This is an optimization exercise on Yosys and OpenROAD, whose aim is small area, not a production implementation.
RTL that was checked went through simulation tests only; none was proved equivalent to the original.
Function not checked in runs 1 and 2: the RTL went through the layout flow alone.
Power figures rest on the tool's default switching activity, not on a simulated workload.

==> flow/design.v <==
module buffer (
    input  logic             clk,
    input  logic             wen,
    input  logic [639:0]     din,
    output logic [3:0][143:0] dout
);
    always_ff @(posedge clk) begin
        for (int s = 0; s < 4; s++)
            if (wen) dout[s] <= din[s*160 +: 144];
    end
endmodule
module hadamard_product_unit (
    input  logic [71:0]  kernel,
    input  logic [143:0] patch,
    output logic [15:0]  dout
);
    logic [71:0] kernel3;
    times3 u_k3 (.k(kernel), .k3(kernel3));
    for (genvar j = 0; j < 2; j++) begin : g_dp
        logic [26:0] d1, d2, d3;
        r4dec u_dec (.p(patch[j*72 +: 72]), .d1(d1), .d2(d2), .d3(d3));
        dot9 u_dp (.k(kernel), .k3(kernel3), .p(patch[j*72 +: 72]),
                   .d1(d1), .d2(d2), .d3(d3), .y(dout[j*8 +: 8]));
    end
endmodule
module dot9 (
    input  logic [71:0] k,     
    input  logic [71:0] k3,    
    input  logic [71:0] p,     
    input  logic [26:0] d1,    
    input  logic [26:0] d2,    
    input  logic [26:0] d3,    
    output logic [7:0]  y
);
    logic pn1, pn2, pn3, pn4, pn5, pn6, pn7, pn8, pn9, pn10, pn11, pn12, pn13, pn14, pn15, pn16;
    logic pn17, pn18, pn19, pn20, pn21, pn22, pn23, pn24, pn25, pn26, pn27, pn28, pn29, pn30, pn31, pn32;
    logic pn33, pn34, pn35, pn36, pn37, pn38, pn39, pn40, pn41, pn42, pn43, pn44, pn45, pn46, pn47, pn48;
    logic pn49, pn50, pn51, pn52, pn53, pn54, pn55, pn56, pn57, pn58, pn59, pn60, pn61, pn62, pn63, pn64;
    logic pn65, pn66, pn67, pn68, pn69, pn70, pn71, pn72, pn73, pn74, pn75, pn76, pn77, pn78, pn79, pn80;
    logic pn81, pn82, pn83, pn84, pn85, pn86, pn87, pn88, pn89, pn90, pn91, pn92, pn93, pn94, pn95, pn96;
    logic pn97, pn98, pn99, pn100, pn101, pn102, pn103, pn104, pn105, pn106, pn107, pn108, pn109, pn110, pn111, pn112;
    logic pn113, pn114, pn115, pn116, pn117, pn118, pn119, pn120, pn121, pn122, pn123, pn124, pn125, pn126, pn127, pn128;
    logic pn129, pn130, pn131, pn132, pn133, pn134, pn135, pn136, pn137, pn138, pn139, pn140, pn141, pn142, pn143, pn144;
    logic pn145, pn146, pn147, pn148, pn149, pn150, pn151, pn152, pn153, pn154, pn155, pn156, pn157, pn158, pn159, pn160;
    logic pn161, pn162, pn163, pn164, pn165, pn166, pn167, pn168, pn169, pn170, pn171, pn172, pn173, pn174, pn175, pn176;
    logic pn177, pn178, pn179, pn180, pn181, pn182, pn183, pn184, pn185, pn186, pn187, pn188, pn189, s190, c191, s192;
    logic c193, s194, c195, s196, c197, s198, c199, s200, c201, s202, c203, s204, c205, s206, c207, s208;
    logic c209, s210, c211, s212, c213, s214, c215, s216, c217, s218, c219, s220, c221, s222, c223, s224;
    logic c225, s226, c227, s228, c229, s230, c231, s232, c233, s234, c235, s236, c237, s238, c239, s240;
    logic c241, s242, c243, s244, c245, s246, c247, s248, c249, s250, c251, s252, c253, s254, c255, s256;
    logic c257, s258, c259, s260, c261, s262, c263, s264, c265, s266, c267, s268, c269, s270, c271, s272;
    logic c273, s274, c275, s276, c277, s278, c279, s280, c281, s282, c283, s284, c285, s286, c287, s288;
    logic c289, s290, c291, s292, c293, s294, c295, s296, c297, s298, c299, s300, c301, s302, c303, s304;
    logic c305, s306, c307, s308, c309, s310, c311, s312, c313, s314, c315, s316, c317, s318, c319, s320;
    logic c321, s322, c323, s324, c325, s326, c327, s328, c329, s330, c331, s332, c333, s334, c335, s336;
    logic c337, s338, c339, s340, c341, s342, c343, s344, c345, s346, c347, s348, c349, s350, c351, s352;
    logic c353, s354, c355, s356, c357, s358, c359, s360, c361, s362, c363, s364, c365, s366, c367, s368;
    logic c369, s370, c371, s372, c373, s374, c375, s376, c377, s378, c379, s380, c381, s382, c383, s384;
    logic c385, s386, c387, s388, c389, s390, c391, s392, c393, s394, c395, s396, c397, s398, c399, s400;
    logic c401, s402, c403, s404, c405, s406, c407, s408, c409, s410, c411, s412, c413, x414, x415, x416;
    logic x417, x418, x419, x420, x421, x422, x423, x424, x425, x426, x427, x428, x429, x430, x431, x432;
    logic x433, x434, x435, x436, x437, x438, x439, x440, x441, x442, x443, x444, x445, x446, x447, x448;
    logic x449, x450, x451, x452, x453, x454, x455, x456, x457, x458, x459, x460, x461, x462, x463, x464;
    logic x465, x466, x467, x468, x469, x470, x471, x472, x473, x474, x475, x476, x477, x478, x479, x480;
    logic x481, x482, x483, x484, x485, x486, x487;
    assign pn1 = ~(k[0] & p[0]);
    assign pn2 = ~((d1[0] & k[1]) | (d2[0] & k[0]) | (d3[0] & k3[1]));
    assign pn3 = ~((d1[0] & k[2]) | (d2[0] & k[1]) | (d3[0] & k3[2]));
    assign pn4 = ~((d1[0] & k[3]) | (d2[0] & k[2]) | (d3[0] & k3[3]));
    assign pn5 = ~((d1[0] & k[4]) | (d2[0] & k[3]) | (d3[0] & k3[4]));
    assign pn6 = ~((d1[0] & k[5]) | (d2[0] & k[4]) | (d3[0] & k3[5]));
    assign pn7 = ~((d1[0] & k[6]) | (d2[0] & k[5]) | (d3[0] & k3[6]));
    assign pn8 = ~((d1[0] & k[7]) | (d2[0] & k[6]) | (d3[0] & k3[7]));
    assign pn9 = ~(k[0] & p[2]);
    assign pn10 = ~((d1[1] & k[1]) | (d2[1] & k[0]) | (d3[1] & k3[1]));
    assign pn11 = ~((d1[1] & k[2]) | (d2[1] & k[1]) | (d3[1] & k3[2]));
    assign pn12 = ~((d1[1] & k[3]) | (d2[1] & k[2]) | (d3[1] & k3[3]));
    assign pn13 = ~((d1[1] & k[4]) | (d2[1] & k[3]) | (d3[1] & k3[4]));
    assign pn14 = ~((d1[1] & k[5]) | (d2[1] & k[4]) | (d3[1] & k3[5]));
    assign pn15 = ~(k[0] & p[4]);
    assign pn16 = ~((d1[2] & k[1]) | (d2[2] & k[0]) | (d3[2] & k3[1]));
    assign pn17 = ~((d1[2] & k[2]) | (d2[2] & k[1]) | (d3[2] & k3[2]));
    assign pn18 = ~((d1[2] & k[3]) | (d2[2] & k[2]) | (d3[2] & k3[3]));
    assign pn19 = ~(k[0] & p[6]);
    assign pn20 = ~(k[1] & p[6]);
    assign pn21 = ~(k[0] & p[7]);
    assign pn22 = ~(k[8] & p[8]);
    assign pn23 = ~((d1[3] & k[9]) | (d2[3] & k[8]) | (d3[3] & k3[9]));
    assign pn24 = ~((d1[3] & k[10]) | (d2[3] & k[9]) | (d3[3] & k3[10]));
    assign pn25 = ~((d1[3] & k[11]) | (d2[3] & k[10]) | (d3[3] & k3[11]));
    assign pn26 = ~((d1[3] & k[12]) | (d2[3] & k[11]) | (d3[3] & k3[12]));
    assign pn27 = ~((d1[3] & k[13]) | (d2[3] & k[12]) | (d3[3] & k3[13]));
    assign pn28 = ~((d1[3] & k[14]) | (d2[3] & k[13]) | (d3[3] & k3[14]));
    assign pn29 = ~((d1[3] & k[15]) | (d2[3] & k[14]) | (d3[3] & k3[15]));
    assign pn30 = ~(k[8] & p[10]);
    assign pn31 = ~((d1[4] & k[9]) | (d2[4] & k[8]) | (d3[4] & k3[9]));
    assign pn32 = ~((d1[4] & k[10]) | (d2[4] & k[9]) | (d3[4] & k3[10]));
    assign pn33 = ~((d1[4] & k[11]) | (d2[4] & k[10]) | (d3[4] & k3[11]));
    assign pn34 = ~((d1[4] & k[12]) | (d2[4] & k[11]) | (d3[4] & k3[12]));
    assign pn35 = ~((d1[4] & k[13]) | (d2[4] & k[12]) | (d3[4] & k3[13]));
    assign pn36 = ~(k[8] & p[12]);
    assign pn37 = ~((d1[5] & k[9]) | (d2[5] & k[8]) | (d3[5] & k3[9]));
    assign pn38 = ~((d1[5] & k[10]) | (d2[5] & k[9]) | (d3[5] & k3[10]));
    assign pn39 = ~((d1[5] & k[11]) | (d2[5] & k[10]) | (d3[5] & k3[11]));
    assign pn40 = ~(k[8] & p[14]);
    assign pn41 = ~(k[9] & p[14]);
    assign pn42 = ~(k[8] & p[15]);
    assign pn43 = ~(k[16] & p[16]);
    assign pn44 = ~((d1[6] & k[17]) | (d2[6] & k[16]) | (d3[6] & k3[17]));
    assign pn45 = ~((d1[6] & k[18]) | (d2[6] & k[17]) | (d3[6] & k3[18]));
    assign pn46 = ~((d1[6] & k[19]) | (d2[6] & k[18]) | (d3[6] & k3[19]));
    assign pn47 = ~((d1[6] & k[20]) | (d2[6] & k[19]) | (d3[6] & k3[20]));
    assign pn48 = ~((d1[6] & k[21]) | (d2[6] & k[20]) | (d3[6] & k3[21]));
    assign pn49 = ~((d1[6] & k[22]) | (d2[6] & k[21]) | (d3[6] & k3[22]));
    assign pn50 = ~((d1[6] & k[23]) | (d2[6] & k[22]) | (d3[6] & k3[23]));
    assign pn51 = ~(k[16] & p[18]);
    assign pn52 = ~((d1[7] & k[17]) | (d2[7] & k[16]) | (d3[7] & k3[17]));
    assign pn53 = ~((d1[7] & k[18]) | (d2[7] & k[17]) | (d3[7] & k3[18]));
    assign pn54 = ~((d1[7] & k[19]) | (d2[7] & k[18]) | (d3[7] & k3[19]));
    assign pn55 = ~((d1[7] & k[20]) | (d2[7] & k[19]) | (d3[7] & k3[20]));
    assign pn56 = ~((d1[7] & k[21]) | (d2[7] & k[20]) | (d3[7] & k3[21]));
    assign pn57 = ~(k[16] & p[20]);
    assign pn58 = ~((d1[8] & k[17]) | (d2[8] & k[16]) | (d3[8] & k3[17]));
    assign pn59 = ~((d1[8] & k[18]) | (d2[8] & k[17]) | (d3[8] & k3[18]));
    assign pn60 = ~((d1[8] & k[19]) | (d2[8] & k[18]) | (d3[8] & k3[19]));
    assign pn61 = ~(k[16] & p[22]);
    assign pn62 = ~(k[17] & p[22]);
    assign pn63 = ~(k[16] & p[23]);
    assign pn64 = ~(k[24] & p[24]);
    assign pn65 = ~((d1[9] & k[25]) | (d2[9] & k[24]) | (d3[9] & k3[25]));
    assign pn66 = ~((d1[9] & k[26]) | (d2[9] & k[25]) | (d3[9] & k3[26]));
    assign pn67 = ~((d1[9] & k[27]) | (d2[9] & k[26]) | (d3[9] & k3[27]));
    assign pn68 = ~((d1[9] & k[28]) | (d2[9] & k[27]) | (d3[9] & k3[28]));
    assign pn69 = ~((d1[9] & k[29]) | (d2[9] & k[28]) | (d3[9] & k3[29]));
    assign pn70 = ~((d1[9] & k[30]) | (d2[9] & k[29]) | (d3[9] & k3[30]));
    assign pn71 = ~((d1[9] & k[31]) | (d2[9] & k[30]) | (d3[9] & k3[31]));
    assign pn72 = ~(k[24] & p[26]);
    assign pn73 = ~((d1[10] & k[25]) | (d2[10] & k[24]) | (d3[10] & k3[25]));
    assign pn74 = ~((d1[10] & k[26]) | (d2[10] & k[25]) | (d3[10] & k3[26]));
    assign pn75 = ~((d1[10] & k[27]) | (d2[10] & k[26]) | (d3[10] & k3[27]));
    assign pn76 = ~((d1[10] & k[28]) | (d2[10] & k[27]) | (d3[10] & k3[28]));
    assign pn77 = ~((d1[10] & k[29]) | (d2[10] & k[28]) | (d3[10] & k3[29]));
    assign pn78 = ~(k[24] & p[28]);
    assign pn79 = ~((d1[11] & k[25]) | (d2[11] & k[24]) | (d3[11] & k3[25]));
    assign pn80 = ~((d1[11] & k[26]) | (d2[11] & k[25]) | (d3[11] & k3[26]));
    assign pn81 = ~((d1[11] & k[27]) | (d2[11] & k[26]) | (d3[11] & k3[27]));
    assign pn82 = ~(k[24] & p[30]);
    assign pn83 = ~(k[25] & p[30]);
    assign pn84 = ~(k[24] & p[31]);
    assign pn85 = ~(k[32] & p[32]);
    assign pn86 = ~((d1[12] & k[33]) | (d2[12] & k[32]) | (d3[12] & k3[33]));
    assign pn87 = ~((d1[12] & k[34]) | (d2[12] & k[33]) | (d3[12] & k3[34]));
    assign pn88 = ~((d1[12] & k[35]) | (d2[12] & k[34]) | (d3[12] & k3[35]));
    assign pn89 = ~((d1[12] & k[36]) | (d2[12] & k[35]) | (d3[12] & k3[36]));
    assign pn90 = ~((d1[12] & k[37]) | (d2[12] & k[36]) | (d3[12] & k3[37]));
    assign pn91 = ~((d1[12] & k[38]) | (d2[12] & k[37]) | (d3[12] & k3[38]));
    assign pn92 = ~((d1[12] & k[39]) | (d2[12] & k[38]) | (d3[12] & k3[39]));
    assign pn93 = ~(k[32] & p[34]);
    assign pn94 = ~((d1[13] & k[33]) | (d2[13] & k[32]) | (d3[13] & k3[33]));
    assign pn95 = ~((d1[13] & k[34]) | (d2[13] & k[33]) | (d3[13] & k3[34]));
    assign pn96 = ~((d1[13] & k[35]) | (d2[13] & k[34]) | (d3[13] & k3[35]));
    assign pn97 = ~((d1[13] & k[36]) | (d2[13] & k[35]) | (d3[13] & k3[36]));
    assign pn98 = ~((d1[13] & k[37]) | (d2[13] & k[36]) | (d3[13] & k3[37]));
    assign pn99 = ~(k[32] & p[36]);
    assign pn100 = ~((d1[14] & k[33]) | (d2[14] & k[32]) | (d3[14] & k3[33]));
    assign pn101 = ~((d1[14] & k[34]) | (d2[14] & k[33]) | (d3[14] & k3[34]));
    assign pn102 = ~((d1[14] & k[35]) | (d2[14] & k[34]) | (d3[14] & k3[35]));
    assign pn103 = ~(k[32] & p[38]);
    assign pn104 = ~(k[33] & p[38]);
    assign pn105 = ~(k[32] & p[39]);
    assign pn106 = ~(k[40] & p[40]);
    assign pn107 = ~((d1[15] & k[41]) | (d2[15] & k[40]) | (d3[15] & k3[41]));
    assign pn108 = ~((d1[15] & k[42]) | (d2[15] & k[41]) | (d3[15] & k3[42]));
    assign pn109 = ~((d1[15] & k[43]) | (d2[15] & k[42]) | (d3[15] & k3[43]));
    assign pn110 = ~((d1[15] & k[44]) | (d2[15] & k[43]) | (d3[15] & k3[44]));
    assign pn111 = ~((d1[15] & k[45]) | (d2[15] & k[44]) | (d3[15] & k3[45]));
    assign pn112 = ~((d1[15] & k[46]) | (d2[15] & k[45]) | (d3[15] & k3[46]));
    assign pn113 = ~((d1[15] & k[47]) | (d2[15] & k[46]) | (d3[15] & k3[47]));
    assign pn114 = ~(k[40] & p[42]);
    assign pn115 = ~((d1[16] & k[41]) | (d2[16] & k[40]) | (d3[16] & k3[41]));
    assign pn116 = ~((d1[16] & k[42]) | (d2[16] & k[41]) | (d3[16] & k3[42]));
    assign pn117 = ~((d1[16] & k[43]) | (d2[16] & k[42]) | (d3[16] & k3[43]));
    assign pn118 = ~((d1[16] & k[44]) | (d2[16] & k[43]) | (d3[16] & k3[44]));
    assign pn119 = ~((d1[16] & k[45]) | (d2[16] & k[44]) | (d3[16] & k3[45]));
    assign pn120 = ~(k[40] & p[44]);
    assign pn121 = ~((d1[17] & k[41]) | (d2[17] & k[40]) | (d3[17] & k3[41]));
    assign pn122 = ~((d1[17] & k[42]) | (d2[17] & k[41]) | (d3[17] & k3[42]));
    assign pn123 = ~((d1[17] & k[43]) | (d2[17] & k[42]) | (d3[17] & k3[43]));
    assign pn124 = ~(k[40] & p[46]);
    assign pn125 = ~(k[41] & p[46]);
    assign pn126 = ~(k[40] & p[47]);
    assign pn127 = ~(k[48] & p[48]);
    assign pn128 = ~((d1[18] & k[49]) | (d2[18] & k[48]) | (d3[18] & k3[49]));
    assign pn129 = ~((d1[18] & k[50]) | (d2[18] & k[49]) | (d3[18] & k3[50]));
    assign pn130 = ~((d1[18] & k[51]) | (d2[18] & k[50]) | (d3[18] & k3[51]));
    assign pn131 = ~((d1[18] & k[52]) | (d2[18] & k[51]) | (d3[18] & k3[52]));
    assign pn132 = ~((d1[18] & k[53]) | (d2[18] & k[52]) | (d3[18] & k3[53]));
    assign pn133 = ~((d1[18] & k[54]) | (d2[18] & k[53]) | (d3[18] & k3[54]));
    assign pn134 = ~((d1[18] & k[55]) | (d2[18] & k[54]) | (d3[18] & k3[55]));
    assign pn135 = ~(k[48] & p[50]);
    assign pn136 = ~((d1[19] & k[49]) | (d2[19] & k[48]) | (d3[19] & k3[49]));
    assign pn137 = ~((d1[19] & k[50]) | (d2[19] & k[49]) | (d3[19] & k3[50]));
    assign pn138 = ~((d1[19] & k[51]) | (d2[19] & k[50]) | (d3[19] & k3[51]));
    assign pn139 = ~((d1[19] & k[52]) | (d2[19] & k[51]) | (d3[19] & k3[52]));
    assign pn140 = ~((d1[19] & k[53]) | (d2[19] & k[52]) | (d3[19] & k3[53]));
    assign pn141 = ~(k[48] & p[52]);
    assign pn142 = ~((d1[20] & k[49]) | (d2[20] & k[48]) | (d3[20] & k3[49]));
    assign pn143 = ~((d1[20] & k[50]) | (d2[20] & k[49]) | (d3[20] & k3[50]));
    assign pn144 = ~((d1[20] & k[51]) | (d2[20] & k[50]) | (d3[20] & k3[51]));
    assign pn145 = ~(k[48] & p[54]);
    assign pn146 = ~(k[49] & p[54]);
    assign pn147 = ~(k[48] & p[55]);
    assign pn148 = ~(k[56] & p[56]);
    assign pn149 = ~((d1[21] & k[57]) | (d2[21] & k[56]) | (d3[21] & k3[57]));
    assign pn150 = ~((d1[21] & k[58]) | (d2[21] & k[57]) | (d3[21] & k3[58]));
    assign pn151 = ~((d1[21] & k[59]) | (d2[21] & k[58]) | (d3[21] & k3[59]));
    assign pn152 = ~((d1[21] & k[60]) | (d2[21] & k[59]) | (d3[21] & k3[60]));
    assign pn153 = ~((d1[21] & k[61]) | (d2[21] & k[60]) | (d3[21] & k3[61]));
    assign pn154 = ~((d1[21] & k[62]) | (d2[21] & k[61]) | (d3[21] & k3[62]));
    assign pn155 = ~((d1[21] & k[63]) | (d2[21] & k[62]) | (d3[21] & k3[63]));
    assign pn156 = ~(k[56] & p[58]);
    assign pn157 = ~((d1[22] & k[57]) | (d2[22] & k[56]) | (d3[22] & k3[57]));
    assign pn158 = ~((d1[22] & k[58]) | (d2[22] & k[57]) | (d3[22] & k3[58]));
    assign pn159 = ~((d1[22] & k[59]) | (d2[22] & k[58]) | (d3[22] & k3[59]));
    assign pn160 = ~((d1[22] & k[60]) | (d2[22] & k[59]) | (d3[22] & k3[60]));
    assign pn161 = ~((d1[22] & k[61]) | (d2[22] & k[60]) | (d3[22] & k3[61]));
    assign pn162 = ~(k[56] & p[60]);
    assign pn163 = ~((d1[23] & k[57]) | (d2[23] & k[56]) | (d3[23] & k3[57]));
    assign pn164 = ~((d1[23] & k[58]) | (d2[23] & k[57]) | (d3[23] & k3[58]));
    assign pn165 = ~((d1[23] & k[59]) | (d2[23] & k[58]) | (d3[23] & k3[59]));
    assign pn166 = ~(k[56] & p[62]);
    assign pn167 = ~(k[57] & p[62]);
    assign pn168 = ~(k[56] & p[63]);
    assign pn169 = ~(k[64] & p[64]);
    assign pn170 = ~((d1[24] & k[65]) | (d2[24] & k[64]) | (d3[24] & k3[65]));
    assign pn171 = ~((d1[24] & k[66]) | (d2[24] & k[65]) | (d3[24] & k3[66]));
    assign pn172 = ~((d1[24] & k[67]) | (d2[24] & k[66]) | (d3[24] & k3[67]));
    assign pn173 = ~((d1[24] & k[68]) | (d2[24] & k[67]) | (d3[24] & k3[68]));
    assign pn174 = ~((d1[24] & k[69]) | (d2[24] & k[68]) | (d3[24] & k3[69]));
    assign pn175 = ~((d1[24] & k[70]) | (d2[24] & k[69]) | (d3[24] & k3[70]));
    assign pn176 = ~((d1[24] & k[71]) | (d2[24] & k[70]) | (d3[24] & k3[71]));
    assign pn177 = ~(k[64] & p[66]);
    assign pn178 = ~((d1[25] & k[65]) | (d2[25] & k[64]) | (d3[25] & k3[65]));
    assign pn179 = ~((d1[25] & k[66]) | (d2[25] & k[65]) | (d3[25] & k3[66]));
    assign pn180 = ~((d1[25] & k[67]) | (d2[25] & k[66]) | (d3[25] & k3[67]));
    assign pn181 = ~((d1[25] & k[68]) | (d2[25] & k[67]) | (d3[25] & k3[68]));
    assign pn182 = ~((d1[25] & k[69]) | (d2[25] & k[68]) | (d3[25] & k3[69]));
    assign pn183 = ~(k[64] & p[68]);
    assign pn184 = ~((d1[26] & k[65]) | (d2[26] & k[64]) | (d3[26] & k3[65]));
    assign pn185 = ~((d1[26] & k[66]) | (d2[26] & k[65]) | (d3[26] & k3[66]));
    assign pn186 = ~((d1[26] & k[67]) | (d2[26] & k[66]) | (d3[26] & k3[67]));
    assign pn187 = ~(k[64] & p[70]);
    assign pn188 = ~(k[65] & p[70]);
    assign pn189 = ~(k[64] & p[71]);
    fa u_s190 (.a(pn1), .b(pn22), .c(pn43), .s(s190), .co(c191));
    fa u_s192 (.a(pn64), .b(pn85), .c(pn106), .s(s192), .co(c193));
    fa u_s194 (.a(pn127), .b(pn148), .c(pn169), .s(s194), .co(c195));
    fa u_s196 (.a(s190), .b(s192), .c(s194), .s(s196), .co(c197));
    fa u_s198 (.a(pn2), .b(pn23), .c(pn44), .s(s198), .co(c199));
    fa u_s200 (.a(pn65), .b(pn86), .c(pn107), .s(s200), .co(c201));
    fa u_s202 (.a(pn128), .b(pn149), .c(pn170), .s(s202), .co(c203));
    fa u_s204 (.a(c191), .b(c193), .c(c195), .s(s204), .co(c205));
    fa u_s206 (.a(c197), .b(s198), .c(s200), .s(s206), .co(c207));
    fa u_s208 (.a(s202), .b(s204), .c(s206), .s(s208), .co(c209));
    fa u_s210 (.a(pn9), .b(pn30), .c(pn51), .s(s210), .co(c211));
    fa u_s212 (.a(pn72), .b(pn93), .c(pn114), .s(s212), .co(c213));
    fa u_s214 (.a(pn135), .b(pn156), .c(pn177), .s(s214), .co(c215));
    fa u_s216 (.a(s210), .b(s212), .c(s214), .s(s216), .co(c217));
    fa u_s218 (.a(pn3), .b(pn24), .c(pn45), .s(s218), .co(c219));
    fa u_s220 (.a(pn66), .b(pn87), .c(pn108), .s(s220), .co(c221));
    fa u_s222 (.a(pn129), .b(pn150), .c(pn171), .s(s222), .co(c223));
    fa u_s224 (.a(c199), .b(c201), .c(c203), .s(s224), .co(c225));
    fa u_s226 (.a(c205), .b(s216), .c(c207), .s(s226), .co(c227));
    fa u_s228 (.a(s218), .b(s220), .c(s222), .s(s228), .co(c229));
    fa u_s230 (.a(s224), .b(c209), .c(s226), .s(s230), .co(c231));
    assign s232 = ~(s228 ^ s230);
    assign c233 = s228 | s230;
    fa u_s234 (.a(pn10), .b(pn31), .c(pn52), .s(s234), .co(c235));
    fa u_s236 (.a(pn73), .b(pn94), .c(pn115), .s(s236), .co(c237));
    fa u_s238 (.a(pn136), .b(pn157), .c(pn178), .s(s238), .co(c239));
    fa u_s240 (.a(c211), .b(c213), .c(c215), .s(s240), .co(c241));
    fa u_s242 (.a(c217), .b(s234), .c(s236), .s(s242), .co(c243));
    fa u_s244 (.a(s238), .b(s240), .c(pn4), .s(s244), .co(c245));
    fa u_s246 (.a(pn25), .b(pn46), .c(pn67), .s(s246), .co(c247));
    fa u_s248 (.a(pn88), .b(pn109), .c(pn130), .s(s248), .co(c249));
    fa u_s250 (.a(pn151), .b(pn172), .c(c219), .s(s250), .co(c251));
    fa u_s252 (.a(c221), .b(c223), .c(c225), .s(s252), .co(c253));
    fa u_s254 (.a(s242), .b(c227), .c(c229), .s(s254), .co(c255));
    fa u_s256 (.a(s244), .b(s246), .c(s248), .s(s256), .co(c257));
    fa u_s258 (.a(s250), .b(s252), .c(c231), .s(s258), .co(c259));
    fa u_s260 (.a(s254), .b(s256), .c(c233), .s(s260), .co(c261));
    assign s262 = ~(s258 ^ s260);
    assign c263 = s258 | s260;
    fa u_s264 (.a(pn15), .b(pn36), .c(pn57), .s(s264), .co(c265));
    fa u_s266 (.a(pn78), .b(pn99), .c(pn120), .s(s266), .co(c267));
    fa u_s268 (.a(pn141), .b(pn162), .c(pn183), .s(s268), .co(c269));
    fa u_s270 (.a(s264), .b(s266), .c(s268), .s(s270), .co(c271));
    fa u_s272 (.a(pn11), .b(pn32), .c(pn53), .s(s272), .co(c273));
    fa u_s274 (.a(pn74), .b(pn95), .c(pn116), .s(s274), .co(c275));
    fa u_s276 (.a(pn137), .b(pn158), .c(pn179), .s(s276), .co(c277));
    fa u_s278 (.a(c235), .b(c237), .c(c239), .s(s278), .co(c279));
    fa u_s280 (.a(c241), .b(s270), .c(c243), .s(s280), .co(c281));
    fa u_s282 (.a(s272), .b(s274), .c(s276), .s(s282), .co(c283));
    fa u_s284 (.a(s278), .b(pn5), .c(pn26), .s(s284), .co(c285));
    fa u_s286 (.a(pn47), .b(pn68), .c(pn89), .s(s286), .co(c287));
    fa u_s288 (.a(pn110), .b(pn131), .c(pn152), .s(s288), .co(c289));
    fa u_s290 (.a(pn173), .b(c245), .c(c247), .s(s290), .co(c291));
    fa u_s292 (.a(c249), .b(c251), .c(c253), .s(s292), .co(c293));
    fa u_s294 (.a(s280), .b(s282), .c(c255), .s(s294), .co(c295));
    fa u_s296 (.a(c257), .b(s284), .c(s286), .s(s296), .co(c297));
    fa u_s298 (.a(s288), .b(s290), .c(s292), .s(s298), .co(c299));
    fa u_s300 (.a(c259), .b(s294), .c(s296), .s(s300), .co(c301));
    fa u_s302 (.a(s298), .b(c261), .c(s300), .s(s302), .co(c303));
    assign s304 = ~(c263 ^ s302);
    assign c305 = c263 | s302;
    fa u_s306 (.a(pn16), .b(pn37), .c(pn58), .s(s306), .co(c307));
    fa u_s308 (.a(pn79), .b(pn100), .c(pn121), .s(s308), .co(c309));
    fa u_s310 (.a(pn142), .b(pn163), .c(pn184), .s(s310), .co(c311));
    fa u_s312 (.a(c265), .b(c267), .c(c269), .s(s312), .co(c313));
    fa u_s314 (.a(c271), .b(s306), .c(s308), .s(s314), .co(c315));
    fa u_s316 (.a(s310), .b(s312), .c(pn12), .s(s316), .co(c317));
    fa u_s318 (.a(pn33), .b(pn54), .c(pn75), .s(s318), .co(c319));
    fa u_s320 (.a(pn96), .b(pn117), .c(pn138), .s(s320), .co(c321));
    fa u_s322 (.a(pn159), .b(pn180), .c(c273), .s(s322), .co(c323));
    fa u_s324 (.a(c275), .b(c277), .c(c279), .s(s324), .co(c325));
    fa u_s326 (.a(s314), .b(c281), .c(c283), .s(s326), .co(c327));
    fa u_s328 (.a(s316), .b(s318), .c(s320), .s(s328), .co(c329));
    fa u_s330 (.a(s322), .b(s324), .c(pn6), .s(s330), .co(c331));
    fa u_s332 (.a(pn27), .b(pn48), .c(pn69), .s(s332), .co(c333));
    fa u_s334 (.a(pn90), .b(pn111), .c(pn132), .s(s334), .co(c335));
    fa u_s336 (.a(pn153), .b(pn174), .c(c285), .s(s336), .co(c337));
    fa u_s338 (.a(c287), .b(c289), .c(c291), .s(s338), .co(c339));
    fa u_s340 (.a(c293), .b(s326), .c(s328), .s(s340), .co(c341));
    fa u_s342 (.a(c295), .b(c297), .c(c299), .s(s342), .co(c343));
    fa u_s344 (.a(s330), .b(s332), .c(s334), .s(s344), .co(c345));
    fa u_s346 (.a(s336), .b(s338), .c(s340), .s(s346), .co(c347));
    fa u_s348 (.a(c301), .b(s342), .c(s344), .s(s348), .co(c349));
    fa u_s350 (.a(s346), .b(c303), .c(s348), .s(s350), .co(c351));
    assign s352 = ~(c305 ^ s350);
    assign c353 = c305 | s350;
    fa u_s354 (.a(pn19), .b(pn40), .c(pn61), .s(s354), .co(c355));
    fa u_s356 (.a(pn82), .b(pn103), .c(pn124), .s(s356), .co(c357));
    fa u_s358 (.a(pn145), .b(pn166), .c(pn187), .s(s358), .co(c359));
    fa u_s360 (.a(s354), .b(s356), .c(s358), .s(s360), .co(c361));
    fa u_s362 (.a(pn17), .b(pn38), .c(pn59), .s(s362), .co(c363));
    fa u_s364 (.a(pn80), .b(pn101), .c(pn122), .s(s364), .co(c365));
    fa u_s366 (.a(pn143), .b(pn164), .c(pn185), .s(s366), .co(c367));
    fa u_s368 (.a(c307), .b(c309), .c(c311), .s(s368), .co(c369));
    fa u_s370 (.a(c313), .b(s360), .c(c315), .s(s370), .co(c371));
    fa u_s372 (.a(s362), .b(s364), .c(s366), .s(s372), .co(c373));
    fa u_s374 (.a(s368), .b(pn13), .c(pn34), .s(s374), .co(c375));
    fa u_s376 (.a(pn55), .b(pn76), .c(pn97), .s(s376), .co(c377));
    fa u_s378 (.a(pn118), .b(pn139), .c(pn160), .s(s378), .co(c379));
    fa u_s380 (.a(pn181), .b(c317), .c(c319), .s(s380), .co(c381));
    fa u_s382 (.a(c321), .b(c323), .c(c325), .s(s382), .co(c383));
    fa u_s384 (.a(s370), .b(s372), .c(c327), .s(s384), .co(c385));
    fa u_s386 (.a(c329), .b(s374), .c(s376), .s(s386), .co(c387));
    fa u_s388 (.a(s378), .b(s380), .c(s382), .s(s388), .co(c389));
    fa u_s390 (.a(c331), .b(c333), .c(c335), .s(s390), .co(c391));
    fa u_s392 (.a(c337), .b(c339), .c(pn7), .s(s392), .co(c393));
    fa u_s394 (.a(pn28), .b(pn49), .c(pn70), .s(s394), .co(c395));
    fa u_s396 (.a(pn91), .b(pn112), .c(pn133), .s(s396), .co(c397));
    fa u_s398 (.a(pn154), .b(pn175), .c(c341), .s(s398), .co(c399));
    fa u_s400 (.a(s384), .b(s386), .c(s388), .s(s400), .co(c401));
    fa u_s402 (.a(c343), .b(c345), .c(s390), .s(s402), .co(c403));
    fa u_s404 (.a(s392), .b(s394), .c(s396), .s(s404), .co(c405));
    fa u_s406 (.a(c347), .b(s398), .c(s400), .s(s406), .co(c407));
    fa u_s408 (.a(c349), .b(s402), .c(s404), .s(s408), .co(c409));
    fa u_s410 (.a(s406), .b(c351), .c(s408), .s(s410), .co(c411));
    assign s412 = ~(c353 ^ s410);
    assign c413 = c353 | s410;
    assign x414 = pn20 ^ pn21;
    assign x415 = pn41 ^ pn42;
    assign x416 = pn62 ^ pn63;
    assign x417 = pn83 ^ pn84;
    assign x418 = pn104 ^ pn105;
    assign x419 = pn125 ^ pn126;
    assign x420 = pn146 ^ pn147;
    assign x421 = pn167 ^ pn168;
    assign x422 = pn188 ^ pn189;
    assign x423 = x414 ^ x415;
    assign x424 = x416 ^ x417;
    assign x425 = x418 ^ x419;
    assign x426 = x420 ^ x421;
    assign x427 = x422 ^ c355;
    assign x428 = c357 ^ c359;
    assign x429 = x423 ^ x424;
    assign x430 = x425 ^ x426;
    assign x431 = x427 ^ x428;
    assign x432 = x429 ^ x430;
    assign x433 = c361 ^ x431;
    assign x434 = x432 ^ pn18;
    assign x435 = pn39 ^ pn60;
    assign x436 = pn81 ^ pn102;
    assign x437 = pn123 ^ pn144;
    assign x438 = pn165 ^ pn186;
    assign x439 = c363 ^ c365;
    assign x440 = c367 ^ c369;
    assign x441 = x433 ^ x434;
    assign x442 = x435 ^ x436;
    assign x443 = x437 ^ x438;
    assign x444 = x439 ^ x440;
    assign x445 = c371 ^ c373;
    assign x446 = x441 ^ x442;
    assign x447 = x443 ^ x444;
    assign x448 = pn14 ^ pn35;
    assign x449 = pn56 ^ pn77;
    assign x450 = pn98 ^ pn119;
    assign x451 = pn140 ^ pn161;
    assign x452 = pn182 ^ c375;
    assign x453 = c377 ^ c379;
    assign x454 = c381 ^ c383;
    assign x455 = x445 ^ x446;
    assign x456 = x447 ^ x448;
    assign x457 = x449 ^ x450;
    assign x458 = x451 ^ x452;
    assign x459 = x453 ^ x454;
    assign x460 = x455 ^ c385;
    assign x461 = c387 ^ c389;
    assign x462 = x456 ^ x457;
    assign x463 = x458 ^ x459;
    assign x464 = c391 ^ x460;
    assign x465 = x461 ^ pn8;
    assign x466 = pn29 ^ pn50;
    assign x467 = pn71 ^ pn92;
    assign x468 = pn113 ^ pn134;
    assign x469 = pn155 ^ pn176;
    assign x470 = c393 ^ c395;
    assign x471 = c397 ^ x462;
    assign x472 = x463 ^ c399;
    assign x473 = c401 ^ x464;
    assign x474 = x465 ^ x466;
    assign x475 = x467 ^ x468;
    assign x476 = x469 ^ x470;
    assign x477 = x471 ^ c403;
    assign x478 = x472 ^ c405;
    assign x479 = x473 ^ x474;
    assign x480 = x475 ^ x476;
    assign x481 = c407 ^ x477;
    assign x482 = x478 ^ x479;
    assign x483 = x480 ^ c409;
    assign x484 = x481 ^ x482;
    assign x485 = x483 ^ x484;
    assign x486 = c411 ^ x485;
    assign x487 = c413 ^ x486;
    assign y[0] = ~s196;
    assign y[1] = ~s208;
    assign y[2] = ~s232;
    assign y[3] = ~s262;
    assign y[4] = ~s304;
    assign y[5] = ~s352;
    assign y[6] = ~s412;
    assign y[7] = ~x487;
endmodule
module r4dec (
    input  logic [71:0] p,
    output logic [26:0] d1,
    output logic [26:0] d2,
    output logic [26:0] d3
);
    for (genvar m = 0; m < 9; m++) begin : g_m
        for (genvar i = 0; i < 3; i++) begin : g_d
            assign d1[m*3+i] = p[m*8+2*i] & ~p[m*8+2*i+1];
            assign d2[m*3+i] = ~p[m*8+2*i] & p[m*8+2*i+1];
            assign d3[m*3+i] = p[m*8+2*i] & p[m*8+2*i+1];
        end
    end
endmodule
module times3 (
    input  logic [71:0] k,
    output logic [71:0] k3
);
    for (genvar m = 0; m < 9; m++) begin : g_m
        logic [7:0] a, y;
        logic [7:1] c;
        assign a = k[m*8 +: 8];
        assign y[0] = a[0];
        assign y[1] = a[1] ^ a[0];
        assign c[1] = a[1] & a[0];
        for (genvar b = 2; b < 7; b++) begin : g_b
            fa u_fa (.a(a[b]), .b(a[b-1]), .c(c[b-1]), .s(y[b]), .co(c[b]));
        end
        assign y[7] = a[7] ^ a[6] ^ c[6];
        assign k3[m*8 +: 8] = y;
    end
endmodule
module fa (input logic a, input logic b, input logic c, output logic s, output logic co);
    assign s  = a ^ b ^ c;
    assign co = (a & b) | (c & (a ^ b));
endmodule
module for_output (
    input  logic          clk,
    input  logic          rst,
    input  logic [1:0]    op,
    input  logic          wr_reg,    
    input  logic          arr3,      
    input  logic          arr1,      
    input  logic [15:0]   lane0,     
    input  logic [15:0]   lane1,
    input  logic [15:0]   lane2,
    output logic [1279:0] dout
);
    localparam logic [1:0] WRITE = 2'd2;
    logic [3:0] index;       
    logic       dv;          
    logic       full;
    logic [2:0] res_index;
    logic [7:0] res_valid;
    logic [7:0] res_inval;   
    always_ff @(posedge clk or posedge rst) begin
        if (rst)
            full <= 1'b0;
        else if (op == WRITE)
            full <= 1'b0;
        else if (res_valid[7] && dv)
            full <= 1'b1;
    end
    logic [4:0] sum;
    assign sum = index + (arr3 ? 5'd3 : 5'd1);
    always_ff @(posedge clk or posedge rst) begin
        if (rst) begin
            index <= 4'd0;
            dv    <= 1'b0;
        end else if (op == WRITE) begin
            index <= 4'd0;
            dv    <= 1'b0;
        end else if (!full && (arr3 || arr1)) begin
            if (sum >= 5'd9) begin
                index <= 4'(sum - 5'd9);
                dv    <= 1'b1;
            end else begin
                index <= sum[3:0];
                dv    <= 1'b0;
            end
        end
    end
    always_ff @(posedge clk or posedge rst) begin
        if (rst)
            res_index <= 3'd0;
        else if (wr_reg)
            res_index <= 3'd0;
        else if (dv && res_index != 3'd7)
            res_index <= res_index + 3'd1;
    end
    always_ff @(posedge clk or posedge rst) begin
        if (rst) begin
            res_valid <= '0;
            res_inval <= '1;
        end else if (wr_reg) begin
            res_valid <= '0;
            res_inval <= '1;
        end else if (!full && (dv || index != 4'd0)) begin
            res_valid[res_index] <= 1'b1;
            res_inval[res_index] <= 1'b0;
        end
    end
    logic       acc_d;       
    logic       n3_d;        
    logic [3:0] i_d;         
    always_ff @(posedge clk or posedge rst) begin
        if (rst) begin
            acc_d <= 1'b0;
            n3_d  <= 1'b0;
            i_d   <= 4'd0;
        end else begin
            acc_d <= (arr3 || arr1) && (op != WRITE) && !full;
            n3_d  <= arr3;
            i_d   <= index;
        end
    end
    logic wr_now;
    assign wr_now = acc_d && !full && !wr_reg;
    logic [8:0][15:0] bus;
    logic [8:0]       to_cur;     
    logic [8:0]       to_next;    
    always_comb begin
        for (int e = 0; e < 9; e++) begin
            bus[e]     = '0;
            to_cur[e]  = 1'b0;
            to_next[e] = 1'b0;
            for (int k = 0; k < 3; k++) begin
                if ((k == 0 || n3_d) && (32'(i_d) + k == e)) begin
                    bus[e]    = (k == 0) ? lane0 : (k == 1) ? lane1 : lane2;
                    to_cur[e] = 1'b1;
                end
                if ((k == 0 || n3_d) && (32'(i_d) + k == e + 9)) begin
                    bus[e]     = (k == 0) ? lane0 : (k == 1) ? lane1 : lane2;
                    to_next[e] = 1'b1;
                end
            end
            if (e >= 32'(i_d) + (n3_d ? 3 : 1))
                to_cur[e] = 1'b1;    
        end
    end
    logic [7:0][8:0][15:0] rows_n;
    always_ff @(posedge clk) begin
        for (int r = 0; r < 8; r++)
            for (int e = 0; e < 9; e++)
                if (wr_now && ((to_cur[e] && r >= res_index) || (to_next[e] && r > res_index)))
                    rows_n[r][e] <= ~bus[e];
    end
    for (genvar r = 0; r < 8; r++) begin : g_row
        assign dout[r*160 +: 144]       = ~(rows_n[r] | {144{res_inval[r]}});
        assign dout[r*160 + 144 +: 16]  = 16'd0;
    end
endmodule
module top #(
    parameter DATA_WIDTH = 8,
    parameter BUFFER_SIZE = 2,
    parameter KERNEL_SIZE = 9,
    parameter NUM_OF_MUL = 2,
    parameter DATA_OF_SET = 20,
    parameter IN_NUM_OF_SET = 4,
    parameter OUT_NUM_OF_SET = 3
)(
    input  logic          clk,
    input  logic          rst,
    input  logic [639:0]  din,
    input  logic [71:0]   kernel,
    input  logic [1:0]    op,
    output logic [1279:0] dout,
    output logic          dout_valid
);
    localparam logic [1:0] READ  = 2'd1;
    localparam logic [1:0] WRITE = 2'd2;
    logic       rd_reg, wr_reg;    
    logic [5:0] cnt;               
    logic       wen;
    always_ff @(posedge clk or posedge rst) begin
        if (rst) begin
            rd_reg <= 1'b0;
            wr_reg <= 1'b0;
            cnt    <= 6'd0;
        end else begin
            rd_reg <= (op == READ);
            wr_reg <= (op == WRITE);
            if (cnt == 6'd32 || ((op == READ) && rd_reg))
                cnt <= 6'd0;
            else if ((op == READ) && !rd_reg)
                cnt <= cnt + 6'd1;
        end
    end
    assign wen        = (op == READ) && !rd_reg && (cnt == 6'd0);
    assign dout_valid = (op == WRITE) && !wr_reg;
    logic [4:1] ph;
    always_ff @(posedge clk or posedge rst) begin
        if (rst) ph <= '0;
        else     ph <= {ph[3:1], wen};
    end
    logic [3:0][143:0] set_q;
    buffer u_buf (.clk(clk), .wen(wen), .din(din), .dout(set_q));
    logic [71:0] kernel_d;
    always_ff @(posedge clk) kernel_d <= kernel;
    logic [15:0] x_res, y_res;
    hadamard_product_unit u_y (
        .kernel(kernel),
        .patch(ph[3] ? set_q[3] : set_q[0]),
        .dout(y_res)
    );
    hadamard_product_unit u_x (
        .kernel(ph[3] ? kernel_d : kernel),
        .patch(ph[3] ? set_q[2] : set_q[1]),
        .dout(x_res)
    );
    logic [15:0] ry, ry_d, rx, rx_d;
    always_ff @(posedge clk) begin
        ry   <= y_res;
        ry_d <= ry;
        rx   <= x_res;
        rx_d <= rx;
    end
    for_output u_out (
        .clk(clk),
        .rst(rst),
        .op(op),
        .wr_reg(wr_reg),
        .arr3(ph[3]),
        .arr1(ph[4]),
        .lane0(ry_d),
        .lane1(rx_d),
        .lane2(rx),
        .dout(dout)
    );
endmodule
==> flow/flow/run.sh <==
#!/bin/bash
# The standard layout (standard.sh) with these placement settings changed:
#  - plain buf_1 cells as the port buffers (every port still gets one);
#  - pins may sit one routing track apart, so a smaller die holds them;
#  - clock tree: larger sink clusters, small clock buffers, no dummy loads;
#  - one tie cell for the constant outputs (as synthesis leaves it).
set -o pipefail
export BUFFER_PORTS_ARGS="-buffer_cell sky130_fd_sc_hd__buf_1"
export PLACE_PINS_ARGS="-min_distance 1 -min_distance_in_tracks"
export CTS_ARGS="-sink_clustering_enable -repair_clock_nets -dont_use_dummy_load -buf_list {sky130_fd_sc_hd__clkbuf_4 sky130_fd_sc_hd__clkbuf_8} -sink_clustering_size 18 -sink_clustering_max_diameter 40"
export SKIP_REPAIR_TIE_FANOUT=1
bash standard.sh > standard.log 2>&1
==> flow/standard.sh <==
#!/bin/bash
# synth_recipe.tcl (not shown) runs the flow's synth.tcl, then flattens the netlist and writes it again
# the make line also repeats each setting of config.mk as NAME=value (left out here)
make -C /OpenROAD-flow-scripts/flow DESIGN_CONFIG=/design/flow/config.mk WORK_HOME=/design/flow/orfs CLKGATE_MAP_FILE= SYNTH_SCRIPT=/design/flow/synth_recipe.tcl "${@:-finish}"
==> flow/config.mk <==
export PLATFORM = sky130hd
export DESIGN_NAME = top
export DESIGN_NICKNAME = top
export VERILOG_FILES = /design/flow/design.v
export SDC_FILE = /design/flow/constraint.sdc
export NUM_CORES = 8
export LEC_CHECK = 0
export CAP_MARGIN = 10
export CORE_AREA = 10 10 450 450
export CTS_BUF_LIST = sky130_fd_sc_hd__clkbuf_4 sky130_fd_sc_hd__clkbuf_8
export DIE_AREA = 0 0 460 460
export PLACE_DENSITY = 0.65
export SLEW_MARGIN = 10
export SYNTH_HIERARCHICAL = 1
==> flow/constraint.sdc <==
create_clock -name core_clock -period 10.0 [get_ports {clk}]
set_input_delay 2.0000 -clock core_clock [delete_from_list [all_inputs] [get_ports {clk}]]
set_output_delay 2.0000 -clock core_clock [all_outputs]
set_load 0.01 [all_outputs]
==> summary.md, run 1 <==
| Metric | Value |
|---|---|
| Share of cells above drive strength 1 | around 17% |
| Min cycle time layout | 8.90 ns |
| Syn. warnings | 9 |
| I/O pins | 1,997 |
| Syn_area_per_cell | roughly 14 um2 |
| Final setup fails | 0 |
| Post-CTS sizing | 0 |
| Via count | approximately 70k |
| Post-CTS setup buffers | 0 |
| Starting Density | 48.6% |
| Top Registers | u_out.rows_n: 1152 flops, u_buf.dout: 576 flops, kernel_d: 72 flops |
| Most frequent CP cell | fa_1 |
| CTS tree | built |
| Slowest cell on crit path | dfrtp_4 |
| Clock sinks | 1,900 |
| Antenna violations before repair | 63 |
| Final Util | a little under three fifths |
| Largest stage delay, worst path | 0.79 ns |
| GP Congestion | 1.07 |
| Reg clk slew, reported paths | 0.09 ns |
| Wire per inst | approximately 38 um |
| Area Overhead vs Synth | 15.1% |
| Final worst slack | 1.10 ns |
| Outcome | complete, no violations |
| Skew final | 0.132 ns |
| Clk Tree Root Cell | clkbuf_8 |
| RR Endpoint | ry[15] |
| Post-DRT Antenna Nets | 0 |
| Critical path arrival | roughly 9.8 ns |
| Reg-to-reg slack, setup | 1.10 ns |
| Worst-path fanout max | 32 |
| Total Die Area | 212,000 um2 |
| Largest net degree at the start of global routing | 197 |
| Min-Delay Path Class | reg -> reg |
| FF-to-FF Start | ph[3] |
| CP endpoint kind | flip-flop |
| FF/Latch Area | about 56,000 um2 |
| Die width | 460 um |
| Final WL | ~410,000 um |
| RSZ-0062 raised after global routing | no |
| # DRC | 0 |
| Starting DRT DRC Count | 14.7k |
| Cell row count | 161 |
| Reg2reg path depth | 22 |
| Clk buf depth | 3 |
| Cell Area, Synth | roughly 94,000 um2 |
| Final Slew Violations | 0 |
| Worst-path cell chain | buf_4, buf_4, mux2_2, nand2_1, fa_1, fa_1, fa_1, fa_1, fa_1, fa_1, fa_1, fa_1, fa_1, fa_1, inv_1, ha_1, xnor2_1, xnor2_1, xnor2_1, xnor2_1, xnor2_1, xnor3_1 |
| Mean number of vias per cell | 6.47 |
| GR Overflow Total | 0 |
| Post-Place Setup Slack | 0.449 ns |
| Worst hold slack | 0.279 ns |
| Least-Margin Pin Slew | between 1 and 1.5 ns |
| CTS H-Tree Depth | 4 |
| GRT Overall Usage | a little under two fifths |
| Mapped Cells | 6,461 |
| Die Y | between 400 and 500 um |
| First-pass DRT Iterations | 21 |
| Vias in the first global route | around 70k |
| DP HPWL | 318,000 um |
| Crit share post-route | between 80% and 90% |
| Register with the most flip-flops | u_out.rows_n |
| PortBufs | 1,804 |
| Max FFs per register | between 1k and 1.5k |
| Most frequent cells in the layout | 1,804 x buf_1, 1,728 x edfxtp_1, 1,192 x nor2_1 |
| Max-Cap Viols | 0 |
| Fillers | 15.9k |
| Nets@finish | 9,712 |
| Worst Path Required | about 11 ns |
| # hold bufs at CTS | 0 |
| Insertion delay to the later sink of the worst-skew pair | between 1 and 1.5 ns |
| Total Power | 0.0224 W |
| Global-route wire length before repair | 557,000 um |
| Rel. slew slack | 6.90% |
| Leak | 35.2 nW |
| Cell Pwr Density | 208 nW/um2 |
| CTS Buf Count | 227 |
| Startpoint Class | flip-flop |
| Critical path origin | ph[3] |
| Worst setup path endpoint | ry[15] |
| Most common cell after layout, fill and taps aside | buf_1 |
| Worst VDD drop | ~0.54 mV |
| Fin. Hold Viols | 0 |
| Area of the multi-input gates | between 30,000 and 40,000 um2 |
| CP Class | reg -> reg |
| Core area | 193,000 um2 |
| Fmax | about 110 MHz |
-- worst min-delay path by stage --
stage / start / to / cells past startpoint
detailed placement: ry[6] / ry_d[6] / 0
floorplan: ry[0] / ry_d[0] / 0
finish: ry[7] / ry_d[7] / 0
CTS: ry[7] / ry_d[7] / 0
global placement: ry[7] / ry_d[7] / 0
global route: ry[7] / ry_d[7] / 0
-- critical path: cells and delay by family (launching register included) --
family | cells | cell delay (ns)
mux | 1 | 0.46
xor+xnor | 6 | 1.46
fa+ha+maj | 11 | 4.92
flops | 1 | 0.79
simple gates | 1 | 0.12
buf+inv | 3 | 0.91
-- area by class of cell --
type                       count  share of cell area [%]
sequential                  1900                    51.6
multi-input combinational   4048                    33.3
timing repair buffer        2166                    8.89
tap                         2526                    2.93
clock buffer                 227                    2.90
inverter                      77                   0.268
antenna                       47                   0.109
-- report_power, final --
part | switching, W | internal (W)
Clock | 0.00256 | 0.00198
Sequential | 0.000597 | 0.00897
Combinational | 0.00467 | 0.00363
-- routing by layer --
layer / vias up / routed length, um / GRT usage (%)
met5: - / 286 / 1.04
li1: 28108 / - / -
met2: 6442 / 175000 / 54.3
met1: 35190 / 144000 / 46.9
met3: 1330 / 60500 / 14.3
met4: 28 / 34900 / 25.7
-- stage by stage --
stage / instance area [um2] / TNS, ns / cells
4_1_cts: 108000 / 0 / 10939
6_report: 108000 / 0 / 10991
5_1_grt: 108000 / 0 / 10985
3_5_place_dp: 104000 / 0 / 10712
3_3_place_gp: 104000 / 0 / 10712
2_1_floorplan: 93700 / -3758.91 / 6461
==> inputs of run 2 (changes only) <==
==> flow/flow/run.sh (replaced) <==
#!/bin/bash
# The standard layout (standard.sh) with these placement settings changed:
#  - plain buf_1 cells as the port buffers (every port still gets one);
#  - pins may sit one routing track apart, so a smaller die holds them;
#  - clock tree: larger sink clusters, small clock buffers, no dummy loads.
set -o pipefail
export BUFFER_PORTS_ARGS="-buffer_cell sky130_fd_sc_hd__buf_1"
export PLACE_PINS_ARGS="-min_distance 1 -min_distance_in_tracks"
export CTS_ARGS="-sink_clustering_enable -repair_clock_nets -dont_use_dummy_load -buf_list {sky130_fd_sc_hd__clkbuf_4 sky130_fd_sc_hd__clkbuf_8} -sink_clustering_size 16 -sink_clustering_max_diameter 50"
bash standard.sh > standard.log 2>&1
--- a/flow/config.mk
+++ b/flow/config.mk
@@ -5,10 +5,10 @@
 export SDC_FILE = /design/flow/constraint.sdc
 export NUM_CORES = 8
 export LEC_CHECK = 0
-export CAP_MARGIN = 10
+export CAP_MARGIN = 20
 export CORE_AREA = 10 10 450 450
 export CTS_BUF_LIST = sky130_fd_sc_hd__clkbuf_4 sky130_fd_sc_hd__clkbuf_8
 export DIE_AREA = 0 0 460 460
 export PLACE_DENSITY = 0.65
-export SLEW_MARGIN = 10
+export SLEW_MARGIN = 20
 export SYNTH_HIERARCHICAL = 1
==> summary.md, run 2 <==
| Metric | Value |
|---|---|
| Register with the most flip-flops | u_out.rows_n (unchanged) |
| FF-to-FF Start | ph[3] (unchanged) |
| Final setup fails | 0 (unchanged) |
| Crit path depth | 22 (unchanged) |
| Total Die Area | 212,000 um2 (unchanged) |
| Vias in the first global route | 70.4k (was 70.0k) |
| RSZ-0062 raised after global routing | no (unchanged) |
| # hold bufs at CTS | 0 (unchanged) |
| Final worst slack | 0.975 ns (was 1.10 ns) |
| Reg clk slew, reported paths | 0.10 ns (was 0.09 ns) |
| Clock sinks | 1,900 (unchanged) |
| Antenna violations before repair | 52 (was 63) |
| Outcome | complete, no violations (unchanged) |
| Area Overhead vs Synth | 15.0% (was 15.1%) |
| Cell row count | 161 (unchanged) |
| CTS H-Tree Depth | 4 (unchanged) |
| Wire per inst | 39.7 um (was 37.7 um) |
| Crit share post-route | 90.2% (was 89.0%) |
| Core area | 193,000 um2 (unchanged) |
| Cell Area, Synth | 93,600 um2 (unchanged) |
| GP Congestion | 1.04 (was 1.07) |
| Worst-path cell chain | buf_12, buf_4, mux2_2, and2b_2, a222oi_1, fa_1, fa_1, fa_1, fa_1, fa_1, fa_1, fa_1, fa_1, fa_1, inv_1, ha_1, xnor2_1, xnor2_1, xnor2_1, xnor2_1, xnor2_1, xnor3_1 (was buf_4, buf_4, mux2_2, nand2_1, fa_1, fa_1, fa_1, fa_1, fa_1, fa_1, fa_1, fa_1, fa_1, fa_1, inv_1, ha_1, xnor2_1, xnor2_1, xnor2_1, xnor2_1, xnor2_1, xnor3_1) |
| CTS tree | built (unchanged) |
| RR Endpoint | rx[7] (was ry[15]) |
| Critical path origin | ph[3] (unchanged) |
| Die width | 460 um (unchanged) |
| Slowest cell on crit path | dfrtp_4 (unchanged) |
| Non-Filler Instances | 11.1k (was 11.0k) |
| Insertion delay to the later sink of the worst-skew pair | 1.05 ns (was 1.09 ns) |
| Hold Crit Depth | 0 (unchanged) |
| Most frequent cells in the layout | 1,804 x buf_1, 1,728 x edfxtp_1, 1,192 x nor2_1 (unchanged) |
| CP Class | reg -> reg (unchanged) |
| Total Power | 0.0219 W (was 0.0224 W) |
| Largest stage delay, worst path | 0.87 ns (was 0.79 ns) |
| Least-Margin Pin Slew | 1.23 ns (was 1.40 ns) |
| Setup tns final | 0 ns (unchanged) |
| Min-Delay Path Class | reg -> reg (unchanged) |
| Startpoint Class | flip-flop (unchanged) |
| GR Overflow Total | 0 (unchanged) |
| Max FFs per register | 1,152 (unchanged) |
| Worst VDD drop | 0.368 mV (was 0.537 mV) |
| Fmax | 111 MHz (was 112 MHz) |
| Syn_area_per_cell | 14.5 um2 (unchanged) |
| Starting Density | 48.6% (unchanged) |
| Critical path arrival | 9.83 ns (was 9.76 ns) |
| Placed cell count | 10.8k (was 10.7k) |
| Die Y | 460 um (unchanged) |
| I/O pins | 1,997 (unchanged) |
| Share of cells above drive strength 1 | 15.9% (was 16.5%) |
| Mean number of vias per cell | 6.50 (was 6.47) |
| Leak | 35.3 nW (was 35.2 nW) |
| Largest net degree at the start of global routing | 181 (was 197) |
| Clk buf depth | 3 (unchanged) |
| Post-Place Setup Slack | 0.426 ns (was 0.449 ns) |
| Global-route wire length before repair | 589,000 um (was 557,000 um) |
| Reg2reg path depth | 22 (unchanged) |
| Via count | 71.9k (was 71.1k) |
| GRT Overall Usage | 40.1% (was 37.7%) |
| Post-CTS sizing | 0 (unchanged) |
| Rel. slew slack | 18.3% (was 6.90%) |
| Nets@finish | 9,799 (was 9,712) |
| Reg-to-reg slack, setup | 0.98 ns (was 1.10 ns) |
| Syn. warnings | 9 (unchanged) |
| Skew final | 0.131 ns (was 0.132 ns) |
| Final Slew Violations | 0 (unchanged) |
| DP HPWL | 342,000 um (was 318,000 um) |
| Cell Pwr Density | 203 nW/um2 (was 208 nW/um2) |
| Mapped Cells | 6,461 (unchanged) |
| Max-Cap Viols | 0 (unchanged) |
| Worst-path fanout max | 42 (was 32) |
| Worst Path Required | 10.80 ns (was 10.86 ns) |
| Most frequent CP cell | fa_1 (unchanged) |
| Fin. Hold Viols | 0 (unchanged) |
| Crit path buffers/inverters | 3 (unchanged) |
| Most common cell after layout, fill and taps aside | buf_1 (unchanged) |
| Worst setup path endpoint | rx[7] (was ry[15]) |
| CTS Buf Count | 168 (was 227) |
| PortBufs | 1,804 (unchanged) |
| Clk Tree Root Cell | clkbuf_8 (unchanged) |
| Top Registers | u_out.rows_n: 1152 flops, u_buf.dout: 576 flops, kernel_d: 72 flops (unchanged) |
| # DRC | 0 (unchanged) |
| Starting DRT DRC Count | 14.6k (was 14.7k) |
| First-pass DRT Iterations | 19 (was 21) |
| Fillers | 15.9k (about the same) |
| Post-DRT Antenna Nets | 0 (unchanged) |
| CP top delay family | adder cells (unchanged) |
| Final WL | 440,000 um (was 415,000 um) |
| Min cycle time layout | 9.02 ns (was 8.90 ns) |
| Post-CTS setup buffers | 0 (unchanged) |
| CP endpoint kind | flip-flop (unchanged) |
-- run 2: worst register-to-register path: stages, from the launching register on --
cell and delay, ns:
dfrtp_4 0.87, buf_12 0.36, buf_4 0.33, mux2_2 0.47, and2b_2 0.29, a222oi_1 0.66
fa_1 0.59, fa_1 0.53, fa_1 0.42, fa_1 0.44, fa_1 0.43, fa_1 0.47
fa_1 0.47, fa_1 0.50, fa_1 0.49, inv_1 0.04, ha_1 0.20, xnor2_1 0.19
xnor2_1 0.17, xnor2_1 0.12, xnor2_1 0.24, xnor2_1 0.14, xnor3_1 0.41
-- run 2: area by class of cell --
cell class | instances | area (um2) | share of cell area [%]
Sequential cell | 1900 | 55600 | 51.6
Inverter | 77 | 289 | 0.268
Multi-Input combinational cell | 4175 | 36600 | 34.0
Clock buffer | 168 | 2310 | 2.15
Timing Repair Buffer | 2185 | 9670 | 8.98
Tap cell | 2526 | 3160 | 2.93
Antenna cell | 38 | 95.1 | 0.0883
-- run 2: report_power, final --
| part | total (W) | switching (W) | internal [W] | leakage [nW] |
|---|---|---|---|---|
| clock | 0.00393 | 0.00244 | 0.00149 | 1.21 |
| sequential | 0.00967 | 0.000709 | 0.00896 | 17.2 |
| combinational | 0.00831 | 0.00470 | 0.00361 | 16.9 |
| total | 0.0219 | 0.00785 | 0.0141 | 35.3 |
-- run 2: how the worst min path moves through the flow --
| stage | startpoint | slack [ns] | endpoint |
|---|---|---|---|
| after floorplan | ry[0] | 0.31 | ry_d[0] |
| after global placement | ry[1] | 0.31 | ry_d[1] |
| after detailed placement | ry[12] | 0.31 | ry_d[12] |
| after CTS | ry[12] | 0.25 | ry_d[12] |
| after global routing | ry[7] | 0.26 | ry_d[7] |
| final | ry[12] | 0.25 | ry_d[12] |
-- run 2: metrics by stage --
stage	hold WS, ns	instance area [um2]	utilization (%)
global route	0.258	108000	55.9
floorplan	0.310	94100	-
detailed placement	0.312	105000	54.5
CTS	0.249	107000	55.7
global placement	0.312	105000	54.5
finish	0.251	108000	55.9
-- run 2: layer usage --
layer / GRT usage (%) / part of all wire (%) / vias to the layer above
met2: 59.1 / 43 / 6504
met1: 51.6 / 36 / 35912
met3: 14.1 / 14 / 1336
li1: - / - / 28161
met4: 22.1 / 6.8 / 24
met5: 2.69 / 0.076 / -
==> inputs of run 3 (changes only) <==
--- a/flow/design.v
+++ b/flow/design.v
@@ -643,23 +643,34 @@
     assign wen        = (op == READ) && !rd_reg && (cnt == 6'd0);
     assign dout_valid = (op == WRITE) && !wr_reg;
     logic [4:1] ph;
+    logic       ph3_n;     
     always_ff @(posedge clk or posedge rst) begin
-        if (rst) ph <= '0;
-        else     ph <= {ph[3:1], wen};
+        if (rst) begin
+            ph    <= '0;
+            ph3_n <= 1'b1;
+        end else begin
+            ph    <= {ph[3:1], wen};
+            ph3_n <= !ph[2];
+        end
     end
     logic [3:0][143:0] set_q;
     buffer u_buf (.clk(clk), .wen(wen), .din(din), .dout(set_q));
     logic [71:0] kernel_d;
     always_ff @(posedge clk) kernel_d <= kernel;
     logic [15:0] x_res, y_res;
+    logic [143:0] y_patch, x_patch;
+    logic [71:0]  x_kernel;
+    assign y_patch  = ({144{ph[3]}} & set_q[3]) | ({144{ph3_n}} & set_q[0]);
+    assign x_patch  = ({144{ph[3]}} & set_q[2]) | ({144{ph3_n}} & set_q[1]);
+    assign x_kernel = ({72{ph[3]}} & kernel_d)  | ({72{ph3_n}} & kernel);
     hadamard_product_unit u_y (
         .kernel(kernel),
-        .patch(ph[3] ? set_q[3] : set_q[0]),
+        .patch(y_patch),
         .dout(y_res)
     );
     hadamard_product_unit u_x (
-        .kernel(ph[3] ? kernel_d : kernel),
-        .patch(ph[3] ? set_q[2] : set_q[1]),
+        .kernel(x_kernel),
+        .patch(x_patch),
         .dout(x_res)
     );
     logic [15:0] ry, ry_d, rx, rx_d;
==> flow/flow/run.sh (replaced) <==
#!/bin/bash
# The standard layout (standard.sh) with these placement settings changed:
#  - plain buf_1 cells as the port buffers (every port still gets one);
#  - pins may sit one routing track apart, so a smaller die holds them;
#  - clock tree: larger sink clusters, small clock buffers, no dummy loads;
#  - one tie cell for the constant outputs (as synthesis leaves it).
set -o pipefail
export BUFFER_PORTS_ARGS="-buffer_cell sky130_fd_sc_hd__buf_1"
export PLACE_PINS_ARGS="-min_distance 1 -min_distance_in_tracks"
export CTS_ARGS="-sink_clustering_enable -repair_clock_nets -dont_use_dummy_load -buf_list {sky130_fd_sc_hd__clkbuf_4 sky130_fd_sc_hd__clkbuf_8} -sink_clustering_size 18 -sink_clustering_max_diameter 40"
export SKIP_REPAIR_TIE_FANOUT=1
bash standard.sh > standard.log 2>&1
--- a/flow/config.mk
+++ b/flow/config.mk
@@ -5,10 +5,10 @@
 export SDC_FILE = /design/flow/constraint.sdc
 export NUM_CORES = 8
 export LEC_CHECK = 0
-export CAP_MARGIN = 20
+export CAP_MARGIN = 10
 export CORE_AREA = 10 10 450 450
 export CTS_BUF_LIST = sky130_fd_sc_hd__clkbuf_4 sky130_fd_sc_hd__clkbuf_8
 export DIE_AREA = 0 0 460 460
 export PLACE_DENSITY = 0.65
-export SLEW_MARGIN = 20
+export SLEW_MARGIN = 10
 export SYNTH_HIERARCHICAL = 1
==> summary.md, run 3 <==
| Metric | Value |
|---|---|
| Skew final | 0.150 ns (was 0.131 ns) |
| Most frequent CP cell | fa_1 (unchanged) |
| RSZ-0062 raised after global routing | no (unchanged) |
| Register with the most flip-flops | u_out.rows_n (unchanged) |
| Area Overhead vs Synth | 15.7% (was 15.0%) |
| Critical path arrival | 9.81 ns (was 9.83 ns) |
| First-pass DRT Iterations | 19 (unchanged) |
| Most frequent cells in the layout | 1,804 x buf_1, 1,728 x edfxtp_1, 1,192 x nor2_1 (unchanged) |
| Placed cell count | 10.8k (about the same) |
| CTS tree | built (unchanged) |
| Max FFs per register | 1,152 (unchanged) |
| Wire per inst | 38.8 um (was 39.7 um) |
| Antenna violations before repair | 38 (was 52) |
| FF-to-FF Start | ph[3] (unchanged) |
| # hold bufs at CTS | 0 (unchanged) |
| Fin. Hold Viols | 0 (unchanged) |
| Most common cell after layout, fill and taps aside | buf_1 (unchanged) |
| Mean number of vias per cell | 6.59 (was 6.50) |
| Fmax | 111 MHz (about the same) |
| Post-CTS sizing | 0 (unchanged) |
| Final setup fails | 0 (unchanged) |
| Die Y | 460 um (unchanged) |
| Area of the multi-input gates | 35,000 um2 (was 36,600 um2) |
| Syn. warnings | 9 (unchanged) |
| Critical path origin | ph[3] (unchanged) |
| Vias in the first global route | 70.5k (was 70.4k) |
| Clk Tree Root Cell | clkbuf_8 (unchanged) |
| Total Die Area | 212,000 um2 (unchanged) |
| Via count | 72.9k (was 71.9k) |
| GR Overflow Total | 0 (unchanged) |
| GP Congestion | 1.02 (was 1.04) |
| Largest net degree at the start of global routing | 172 (was 181) |
| Slowest cell on crit path | dfrtp_4 (unchanged) |
| DP HPWL | 331,000 um (was 342,000 um) |
| Outcome | complete, no violations (unchanged) |
| RR Endpoint | ry[15] (was rx[7]) |
| Leak | 36.6 nW (was 35.3 nW) |
| Die width | 460 um (unchanged) |
| GRT Overall Usage | 39.0% (was 40.1%) |
| Core area | 193,000 um2 (unchanged) |
| Cell row count | 161 (unchanged) |
| Sequential fraction of design power | 41.7% (was 44.1%) |
| Worst hold slack | 0.302 ns (was 0.251 ns) |
| Worst setup path endpoint | ry[15] (was rx[7]) |
| Final WL | 429,000 um (was 440,000 um) |
| Min-Delay Path Class | reg -> reg (unchanged) |
| Syn_area_per_cell | 14.3 um2 (was 14.5 um2) |
| Startpoint Class | flip-flop (unchanged) |
[run 3: cell type report]
class | instances | area share (%)
inverters | 78 | 0.272
repair buffers | 2243 | 9.55
flip-flops and latches | 1901 | 51.7
well taps | 2526 | 2.94
diodes | 30 | 0.0698
multi-input cells | 4048 | 32.5
clock buffers | 229 | 2.93
[run 3: per-layer routing]
| metal | GRT usage, % | vias to the layer above | share of wire (%) |
|---|---|---|---|
| li1 | - | 28628 | - |
| met1 | 49.9 | 36368 | 36 |
| met2 | 57.7 | 6563 | 44 |
| met3 | 13.4 | 1269 | 14 |
| met4 | 21.8 | 24 | 6.7 |
| met5 | 2.69 | - | 0.051 |
[run 3: per-stage QoR]
step | TNS [ns] | cell area (um2) | power [W] | worst slack (ns) | util, %
global route | 0 | 108000 | 0.0238 | 0.735 | 55.8
global placement | 0 | 104000 | 0.0181 | 0.384 | 54.1
detailed placement | 0 | 104000 | 0.0181 | 0.355 | 54.1
CTS | 0 | 107000 | 0.0226 | 1.05 | 55.8
finish | 0 | 108000 | 0.0229 | 1.01 | 55.8
floorplan | -3758.91 | 92900 | 0.0145 | -6.99 | -
[run 3: how the worst min path moves through the flow]
stage,startpoint,end,slack (ns)
4_1_cts,ry[8],ry_d[8],0.30
3_3_place_gp,ry[10],ry_d[10],0.31
6_report,ry[8],ry_d[8],0.30
5_1_grt,ry[8],ry_d[8],0.30
2_1_floorplan,ry[0],ry_d[0],0.31
3_5_place_dp,ry[3],ry_d[3],0.31
[run 3: power by group through the flow]
stage          clock network (W)  logic, W  registers [W]
6_report                 0.00455   0.00879        0.00954
5_1_grt                  0.00493   0.00942        0.00949
4_1_cts                  0.00460   0.00860        0.00944
3_5_place_dp                   0   0.00848        0.00961
3_3_place_gp                   0   0.00851        0.00960
2_1_floorplan                  0   0.00535        0.00919
[run 3: critical path, delay by kind of cell, from the launching register on]
kind            cells  cell delay [ns]
xor+xnor            6             1.43
simple gates        1             0.16
flops               1             1.07
fa+ha+maj          11             4.92
buf+inv             3             0.65
compound gates      1             0.49

-- port drivers added, routing unchanged --
In the flow no input, the clock included, has a driving cell. The finished layouts below were timed again as built, in two steps. Step 1: set_driving_cell puts a clkbuf_16 on clk and a buf_2 on each other input, an assumption about the parent block. Step 2 also shifts input and output timing later by t, the mid clock arrival at the registers, as if the neighbouring blocks saw the same clock. a / b / c = ideal / step 1 / step 2; a / b = the first two.
run | t (ns) | slack for setup (ns) | clock arrival spread, ns
run 1 | 1.107 | 1.104 / 1.104 / 0.167 | 0.160 / 0.160
run 2 | 1.059 | 0.975 / 0.975 / 0.201 | 0.137 / 0.137
run 3 | 1.094 | 1.010 / 1.010 / 0.219 | 0.171 / 0.172
After both steps setup and hold are still met in every run listed. For run 1, which loses most, drivers alone change the setup slack by 0.000 ns; drivers and shift together by -0.937 ns.
